Background: an optimization exercise with open tools, aiming at small area. Do not read the settings as production practice. In this exercise RTL edits were held to simulation tests only and were not proved equivalent to the original. Power and IR drop assume default switching activity. No driver is modelled on the clock port, so clocking that relies on it looks cheaper here than on a real chip.

== run 4 ==
// node
module node(clk, rst, textfile, keyword, data_wr, key_en, result);
==> module node, before the edit <==
module node(clk, rst, textfile, keyword, data_wr, key_en, result);
	input clk;
	input rst;
	input [31:0] textfile;
	input [31:0] keyword;
	input data_wr;
	input key_en;
	output [31:0] result;
	reg [2:0] ph;
	reg [127:0] kc;
	reg [255:0] kr;
	reg ken_d;
	reg eq_c;		 
	reg er;			 
	reg eqa, eqb;		 
	reg cur_valid;		 
	reg [1:0] cur_slot;	 
	reg a_valid, b_valid;
	reg [1:0] a_slot, b_slot;
	reg [1:0] nslots;	 
	wire kfirst = key_en & ~ken_d;
	wire kdone  = ken_d & ~key_en;
	wire [31:0] m = kc[{ph[1:0], 5'b00000} +: 32];
	wire mr = (kr[31:0] == m);
	wire cp = ~key_en & ~ken_d & (ph[2] ? (a_valid & ~b_valid) : ~a_valid);
	always @(posedge clk or negedge rst)
		if (!rst)
			ph <= 3'd0;
		else
			ph <= ph + 3'd1;
	always @(posedge clk) begin
		ken_d <= key_en;
		if (key_en) begin
			kc <= {keyword, kc[127:32]};
			eq_c <= (kfirst | eq_c) & (keyword == kc[31:0]);
		end
		kr <= {(cp ? m : kr[31:0]), kr[255:32]};
		er <= ((ph[1:0] == 2'd0) | er) & mr;
		if (ph == 3'd3)
			eqa <= er & mr;
		if (ph == 3'd7)
			eqb <= er & mr;
	end
	wire hit_a = eqa & a_valid;
	wire hit_b = eqb & b_valid;
	wire [1:0] idx = cur_valid ? cur_slot : hit_a ? a_slot : hit_b ? b_slot : nslots;
	reg d1, d2, d3, d4;
	reg [7:0] p, q;
	always @(posedge clk) begin
		d1 <= data_wr;
		d2 <= d1;
		d3 <= d2;
		d4 <= d3;
		q <= textfile[31:24];
		p <= d2 ? q : textfile[23:16];
	end
	wire [7:0] b = data_wr ? textfile[7:0] : d1 ? textfile[15:8] : p;
	wire lv = data_wr | d1 | d2 | d3;
	wire sep = (b == 8'h00) || (b[7:4] == 4'h2) || (b == 8'h3a) || (b == 8'h3b) || (b == 8'h3f);
	reg [4:0] col;		 
	reg match;		 
	wire [7:0] kl = kc[{col[3:0], 3'b000} +: 8];
	wire full = col[4];
	wire comp = (lv & sep & (col != 5'd0)) | ((lv & ~sep | d4) & full);
	wire eqw = match & (full | (kl == 8'h00));
	always @(posedge clk or negedge rst)
		if (!rst)
			col <= 5'd0;
		else if (comp)
			col <= 5'd0;
		else if (lv & ~sep)
			col <= col + 5'd1;
	always @(posedge clk)
		if (lv & ~sep & ~full)
			match <= ((col == 5'd0) | match) & (b == kl);
	reg s1, s2;
	reg [13:0] r;
	wire s = comp & eqw & ~s2;
	wire f = s & ~(r[0] | r[1] | r[2] | r[3]);
	always @(posedge clk) begin
		s1 <= s;
		s2 <= s1;
	end
	always @(posedge clk) begin
		r[3:0] <= {r[2:0], f};
		r[8:5] <= r[7:4];
		r[13:10] <= r[12:9];
	end
	always @(posedge clk or negedge rst)
		if (!rst) begin
			r[4] <= 1'b0;
			r[9] <= 1'b0;
		end else begin
			r[4] <= r[3];
			r[9] <= r[8];
		end
	wire upd = r[13];
	reg [4:0] c0;
	reg [3:0] c1, c2, c3;
	always @(posedge clk or negedge rst)
		if (!rst) begin
			c0 <= 0; c1 <= 0; c2 <= 0; c3 <= 0;
			cur_valid <= 0;
			a_valid <= 0; b_valid <= 0;
			nslots <= 0;
		end else begin
			if (upd) begin
				case (idx)
					2'd0: c0 <= c0 + 5'd1;
					2'd1: c1 <= c1 + 4'd1;
					2'd2: c2 <= c2 + 4'd1;
					2'd3: c3 <= c3 + 4'd1;
				endcase
				cur_valid <= 1'b1;
				if (!cur_valid & !hit_a & !hit_b)
					nslots <= nslots + 2'd1;
			end
			if (kdone) begin
				if (cur_valid & ~a_valid)
					a_valid <= 1'b1;
				else if (cur_valid & ~b_valid)
					b_valid <= 1'b1;
				cur_valid <= cur_valid & eq_c;
			end
		end
	always @(posedge clk) begin
		if (upd)
			cur_slot <= idx;
		if (kdone & cur_valid & ~a_valid)
			a_slot <= cur_slot;
		if (kdone & cur_valid & a_valid & ~b_valid)
			b_slot <= cur_slot;
	end
	assign result = {4'b0, c3, 4'b0, c2, 4'b0, c1, 3'b0, c0};
endmodule
Settings: LEC_CHECK=0, CAP_MARGIN=20, CORE_MARGIN=2, CORE_UTILIZATION=70, SLEW_MARGIN=20, SYNTH_MEMORY_MAX_BITS=8192; clock period 10.0 ns.
standard.sh (not shown) runs the stock make flow with config.mk's settings and CLKGATE_MAP_FILE= SYNTH_SCRIPT=/design/flow/synth_recipe.tcl, a recipe that flattens the netlist after the stock synthesis.
==> flow/flow/run.sh <==
#!/bin/bash
# Standard ORFS layout with three changes to how it is made:
#  - port buffers use the smallest buffer cell,
#  - buffers inserted by ABC are removed before placement (repair re-adds
#    any that timing or slew needs),
#  - CTS clusters more flip-flops per clock buffer and adds no dummy loads.
set -euo pipefail
export BUFFER_PORTS_ARGS="-buffer_cell sky130_fd_sc_hd__buf_1"
export REMOVE_ABC_BUFFERS=1
export CTS_ARGS="-sink_clustering_enable -repair_clock_nets -sink_clustering_size 34 -sink_clustering_max_diameter 60 -buf_list sky130_fd_sc_hd__clkbuf_16 -dont_use_dummy_load"
bash standard.sh synth > synth.log 2>&1
bash standard.sh finish > layout.log 2>&1
Setup changes, run 4 to run 3
--- a/flow/design.v
+++ b/flow/design.v
@@ -4,12 +4,13 @@
 	input [31:0] textfile;
 	input [31:0] keyword;
 	input data_wr;
 	input key_en;
 	output [31:0] result;
 	reg [2:0] ph;
+	reg [1:0] cph;
 	reg [127:0] kc;
 	reg [255:0] kr;
 	reg ken_d;
 	reg eq_c;		 
 	reg er;			 
 	reg eqa, eqb;		 
@@ -17,27 +18,33 @@
 	reg [1:0] cur_slot;	 
 	reg a_valid, b_valid;
 	reg [1:0] a_slot, b_slot;
 	reg [1:0] nslots;	 
 	wire kfirst = key_en & ~ken_d;
 	wire kdone  = ken_d & ~key_en;
-	wire [31:0] m = kc[{ph[1:0], 5'b00000} +: 32];
-	wire mr = (kr[31:0] == m);
-	wire cp = ~key_en & ~ken_d & (ph[2] ? (a_valid & ~b_valid) : ~a_valid);
+	wire full3  = a_valid & b_valid & cur_valid;
+	wire align  = (cph == ph[1:0]);
+	wire rot    = ~key_en & (full3 ? (cph != 2'd0) : align);
+	wire mr = (kr[31:0] == kc[31:0]);
+	wire cp = ~key_en & ~ken_d & align & (ph[2] ? (a_valid & ~b_valid) : ~a_valid);
 	always @(posedge clk or negedge rst)
 		if (!rst)
 			ph <= 3'd0;
 		else
 			ph <= ph + 3'd1;
 	always @(posedge clk) begin
 		ken_d <= key_en;
-		if (key_en) begin
-			kc <= {keyword, kc[127:32]};
+		if (key_en | rot)
+			kc <= {(key_en ? keyword : kc[31:0]), kc[127:32]};
+		if (key_en)
+			cph <= 2'd0;
+		else if (rot)
+			cph <= cph + 2'd1;
+		if (key_en)
 			eq_c <= (kfirst | eq_c) & (keyword == kc[31:0]);
-		end
-		kr <= {(cp ? m : kr[31:0]), kr[255:32]};
+		kr <= {(cp ? kc[31:0] : kr[31:0]), kr[255:32]};
 		er <= ((ph[1:0] == 2'd0) | er) & mr;
 		if (ph == 3'd3)
 			eqa <= er & mr;
 		if (ph == 3'd7)
 			eqb <= er & mr;
 	end
@@ -56,13 +63,14 @@
 	end
 	wire [7:0] b = data_wr ? textfile[7:0] : d1 ? textfile[15:8] : p;
 	wire lv = data_wr | d1 | d2 | d3;
 	wire sep = (b == 8'h00) || (b[7:4] == 4'h2) || (b == 8'h3a) || (b == 8'h3b) || (b == 8'h3f);
 	reg [4:0] col;		 
 	reg match;		 
-	wire [7:0] kl = kc[{col[3:0], 3'b000} +: 8];
+	wire [1:0] kch = col[3:2] - cph;
+	wire [7:0] kl = kc[{kch, col[1:0], 3'b000} +: 8];
 	wire full = col[4];
 	wire comp = (lv & sep & (col != 5'd0)) | ((lv & ~sep | d4) & full);
 	wire eqw = match & (full | (kl == 8'h00));
 	always @(posedge clk or negedge rst)
 		if (!rst)
 			col <= 5'd0;
@@ -79,23 +87,26 @@
 	wire f = s & ~(r[0] | r[1] | r[2] | r[3]);
 	always @(posedge clk) begin
 		s1 <= s;
 		s2 <= s1;
 	end
 	always @(posedge clk) begin
-		r[3:0] <= {r[2:0], f};
-		r[8:5] <= r[7:4];
-		r[13:10] <= r[12:9];
+		r[2:0] <= {r[1:0], f};
+		r[6:4] <= r[5:3];
+		r[10:8] <= r[9:7];
+		r[13:12] <= r[12:11];
 	end
 	always @(posedge clk or negedge rst)
 		if (!rst) begin
-			r[4] <= 1'b0;
-			r[9] <= 1'b0;
+			r[3] <= 1'b0;
+			r[7] <= 1'b0;
+			r[11] <= 1'b0;
 		end else begin
-			r[4] <= r[3];
-			r[9] <= r[8];
+			r[3] <= r[2];
+			r[7] <= r[6];
+			r[11] <= r[10];
 		end
 	wire upd = r[13];
 	reg [4:0] c0;
 	reg [3:0] c1, c2, c3;
 	always @(posedge clk or negedge rst)
 		if (!rst) begin
@@ -117,13 +128,13 @@
 			end
 			if (kdone) begin
 				if (cur_valid & ~a_valid)
 					a_valid <= 1'b1;
 				else if (cur_valid & ~b_valid)
 					b_valid <= 1'b1;
-				cur_valid <= cur_valid & eq_c;
+				cur_valid <= full3 & eq_c;
 			end
 		end
 	always @(posedge clk) begin
 		if (upd)
 			cur_slot <= idx;
 		if (kdone & cur_valid & ~a_valid)
--- outcome ---
- Between run 4 and run 3, flip-flop and latch count increased.
- Run 3 completed; timing, DRC and antenna clean
- Summary of the comparison: part of the power in registers is lower in run 3, relative to run 4.
- The start point of the critical path comes out key_en in one run and data_wr in the other, namely in run 3 and run 4 respectively.
- In the flow results for run 4 and run 3, the cell depth of the worst setup path is smaller on run 3.
- Compared with run 4, in run 3 placer congestion estimate lower, post-layout instance area lower.


Setup of main:
The RTL this note starts from:
==> flow/design.v <==
module node(clk, rst, textfile, keyword, data_wr, key_en, result);
	input clk;
	input rst;
	input [31:0] textfile;
	input [31:0] keyword;
	input data_wr;
	input key_en;
	output [31:0] result;
	reg [2:0] ph;
	reg [1:0] cph;
	reg [127:0] kc;
	reg [255:0] kr;
	reg ken_d;
	reg eq_c;		 
	reg er;			 
	reg eqa, eqb;		 
	reg [4:0] c0;
	reg [3:0] c1, c2, c3;
	reg cur_valid;		 
	reg [1:0] cur_slot;	 
	reg a_valid;		 
	reg b_valid;		 
	wire kfirst = key_en & ~ken_d;
	wire kdone  = ken_d & ~key_en;
	wire full3  = a_valid & b_valid & cur_valid;
	wire align  = (cph == ph[1:0]);
	wire rot    = ~key_en & (full3 ? (cph != 2'd0) : align);
	wire mr = (kr[31:0] == kc[31:0]);
	wire cp = ~key_en & ~ken_d & align & (ph[2] ? (a_valid & ~b_valid) : ~a_valid);
	always @(posedge clk or negedge rst)
		if (!rst)
			ph <= 3'd0;
		else
			ph <= ph + 3'd1;
	always @(posedge clk) begin
		ken_d <= key_en;
		if (key_en | rot)
			kc <= {(key_en ? keyword : kc[31:0]), kc[127:32]};
		if (key_en)
			cph <= 2'd0;
		else if (rot)
			cph <= cph + 2'd1;
		if (key_en)
			eq_c <= (kfirst | eq_c) & (keyword == kc[31:0]);
		kr <= {(cp ? kc[31:0] : kr[31:0]), kr[255:32]};
		er <= ((ph[1:0] == 2'd0) | er) & mr;
		if (ph == 3'd3)
			eqa <= er & mr;
		if (ph == 3'd7)
			eqb <= er & mr;
	end
	wire hit_a = eqa & a_valid;
	wire hit_b = eqb & b_valid;
	reg [1:0] nslots;	 
	wire [1:0] idx = cur_valid ? cur_slot : hit_a ? 2'd0 : hit_b ? 2'd1 : nslots;
	reg d1, d2, d3, d4;
	reg [7:0] p, q;
	always @(posedge clk) begin
		d1 <= data_wr;
		d2 <= d1;
		d3 <= d2;
		d4 <= d3;
		q <= textfile[31:24];
		p <= d2 ? q : textfile[23:16];
	end
	wire [7:0] b = data_wr ? textfile[7:0] : d1 ? textfile[15:8] : p;
	wire lv = data_wr | d1 | d2 | d3;
	wire sep = (b == 8'h00) || (b[7:4] == 4'h2) || (b == 8'h3a) || (b == 8'h3b) || (b == 8'h3f);
	reg [4:0] col;		 
	reg match;		 
	wire [1:0] kch = col[3:2] - cph;
	wire [7:0] kl = kc[{kch, col[1:0], 3'b000} +: 8];
	wire full = col[4];
	wire comp = (lv & sep & (col != 5'd0)) | ((lv & ~sep | d4) & full);
	wire eqw = match & (full | (kl == 8'h00));
	always @(posedge clk or negedge rst)
		if (!rst)
			col <= 5'd0;
		else if (comp)
			col <= 5'd0;
		else if (lv & ~sep)
			col <= col + 5'd1;
	always @(posedge clk)
		if (lv & ~sep & ~full)
			match <= ((col == 5'd0) | match) & (b == kl);
	reg s1, s2;
	reg [13:0] r;
	wire s = comp & eqw & ~s2;
	wire f = s & ~(r[0] | r[1] | r[2] | r[3]);
	always @(posedge clk) begin
		s1 <= s;
		s2 <= s1;
	end
	always @(posedge clk) begin
		r[2:0] <= {r[1:0], f};
		r[6:4] <= r[5:3];
		r[10:8] <= r[9:7];
		r[13:12] <= r[12:11];
	end
	always @(posedge clk or negedge rst)
		if (!rst) begin
			r[3] <= 1'b0;
			r[7] <= 1'b0;
			r[11] <= 1'b0;
		end else begin
			r[3] <= r[2];
			r[7] <= r[6];
			r[11] <= r[10];
		end
	wire upd = r[13];
	always @(posedge clk or negedge rst)
		if (!rst) begin
			c0 <= 0; c1 <= 0; c2 <= 0; c3 <= 0;
			cur_valid <= 0;
			a_valid <= 0; b_valid <= 0;
			nslots <= 0;
		end else begin
			if (upd) begin
				case (idx)
					2'd0: c0 <= c0 + 5'd1;
					2'd1: c1 <= c1 + 4'd1;
					2'd2: c2 <= c2 + 4'd1;
					2'd3: c3 <= c3 + 4'd1;
				endcase
				cur_valid <= 1'b1;
				if (!cur_valid & !hit_a & !hit_b)
					nslots <= nslots + 2'd1;
			end
			if (kdone) begin
				if (cur_valid & ~a_valid)
					a_valid <= 1'b1;
				else if (cur_valid & ~b_valid & (cur_slot != 2'd0))
					b_valid <= 1'b1;
				cur_valid <= full3 & eq_c;
			end
		end
	always @(posedge clk) begin
		if (upd)
			cur_slot <= idx;
	end
	assign result = {4'b0, c3, 4'b0, c2, 4'b0, c1, 3'b0, c0};
endmodule
Settings: LEC_CHECK=0, CAP_MARGIN=20, CORE_MARGIN=2, CORE_UTILIZATION=70, SLEW_MARGIN=20, SYNTH_MEMORY_MAX_BITS=8192; clock period 10.0 ns.
==> flow/flow/run.sh <==
#!/bin/bash
# Standard ORFS layout with these changes to how it is made:
#  - port buffers use the smallest buffer cell,
#  - buffers inserted by ABC are removed before placement (repair re-adds
#    any that timing or slew needs),
#  - CTS clusters more flip-flops per clock buffer and adds no dummy loads,
#  - the constant outputs share the tie cell synthesis made.
set -euo pipefail
export BUFFER_PORTS_ARGS="-buffer_cell sky130_fd_sc_hd__buf_1"
export REMOVE_ABC_BUFFERS=1
export SKIP_REPAIR_TIE_FANOUT=1
export CTS_ARGS="-sink_clustering_enable -repair_clock_nets -sink_clustering_size 32 -sink_clustering_max_diameter 120 -buf_list sky130_fd_sc_hd__clkbuf_16 -dont_use_dummy_load"
bash standard.sh synth > synth.log 2>&1
bash standard.sh finish > layout.log 2>&1
Input changes introduced in the feature branch (baseline for comparison: main):
--- a/flow/design.v
+++ b/flow/design.v
@@ -116,11 +116,9 @@
 			nslots <= 0;
 		end else begin
+			c0 <= c0 + {4'd0, upd & (idx == 2'd0)};
+			c1 <= c1 + {3'd0, upd & (idx == 2'd1)};
+			c2 <= c2 + {3'd0, upd & (idx == 2'd2)};
+			c3 <= c3 + {3'd0, upd & (idx == 2'd3)};
 			if (upd) begin
-				case (idx)
-					2'd0: c0 <= c0 + 5'd1;
-					2'd1: c1 <= c1 + 4'd1;
-					2'd2: c2 <= c2 + 4'd1;
-					2'd3: c3 <= c3 + 4'd1;
-				endcase
 				cur_valid <= 1'b1;
 				if (!cur_valid & !hit_a & !hit_b)
Notes after the runs:
- The feature branch has completed all stages; timing, DRC and antenna checks passed.
- The feature branch reports a lower via count than main does.
- Going from main to the feature branch, the pre-CTS setup slack was found to have gone up by 0.038 ns.
- The feature branch vs. main: number of rows created at floorplan moved down; number of different library cells in the post-synthesis netlist decreased by about 13% relative to the old numbers; die area saw a decrease.
- Cmp main and the feature branch / placed standard-cell area / lower: the feature branch
- Critical path's slowest cell: sky130_fd_sc_hd__o2111ai_1 -> the feature branch, sky130_fd_sc_hd__buf_4 -> main

what the ideal ports hide:
Ports are ideal in the flow. The routed layouts listed here were re-timed in OpenROAD.
Step 1, drivers: a clkbuf_16 drives clk and a buf_2 each remaining input, both assumed.
Step 2 also shifts input and output timing later by t, the mid clock arrival at the registers, as if the neighbouring blocks saw the same clock.
Slacks: ideal ports / drivers / drivers and shift; pairs: ideal ports / drivers.
run	t (ns)	setup slack, ns	hold WS [ns]	latest minus earliest clock arrival (ns)	worst slew at a driven data input, ns
run 4	0.566	6.199 / 6.218 / 5.652	0.294 / 0.294 / 0.294	0.055 / 0.054	0.04
run 3	0.573	5.949 / 5.969 / 5.396	0.290 / 0.290 / 0.290	0.056 / 0.056	0.04
main	0.542	5.993 / 6.015 / 5.472	0.274 / 0.274 / 0.274	0.053 / 0.053	0.07
the feature branch	0.551	6.060 / 6.082 / 5.531	0.274 / 0.274 / 0.274	0.050 / 0.050	0.04
After both steps setup and hold are still met in every run listed. For run 3, which loses most, drivers alone change the setup slack by +0.020 ns; drivers and shift together by -0.553 ns.
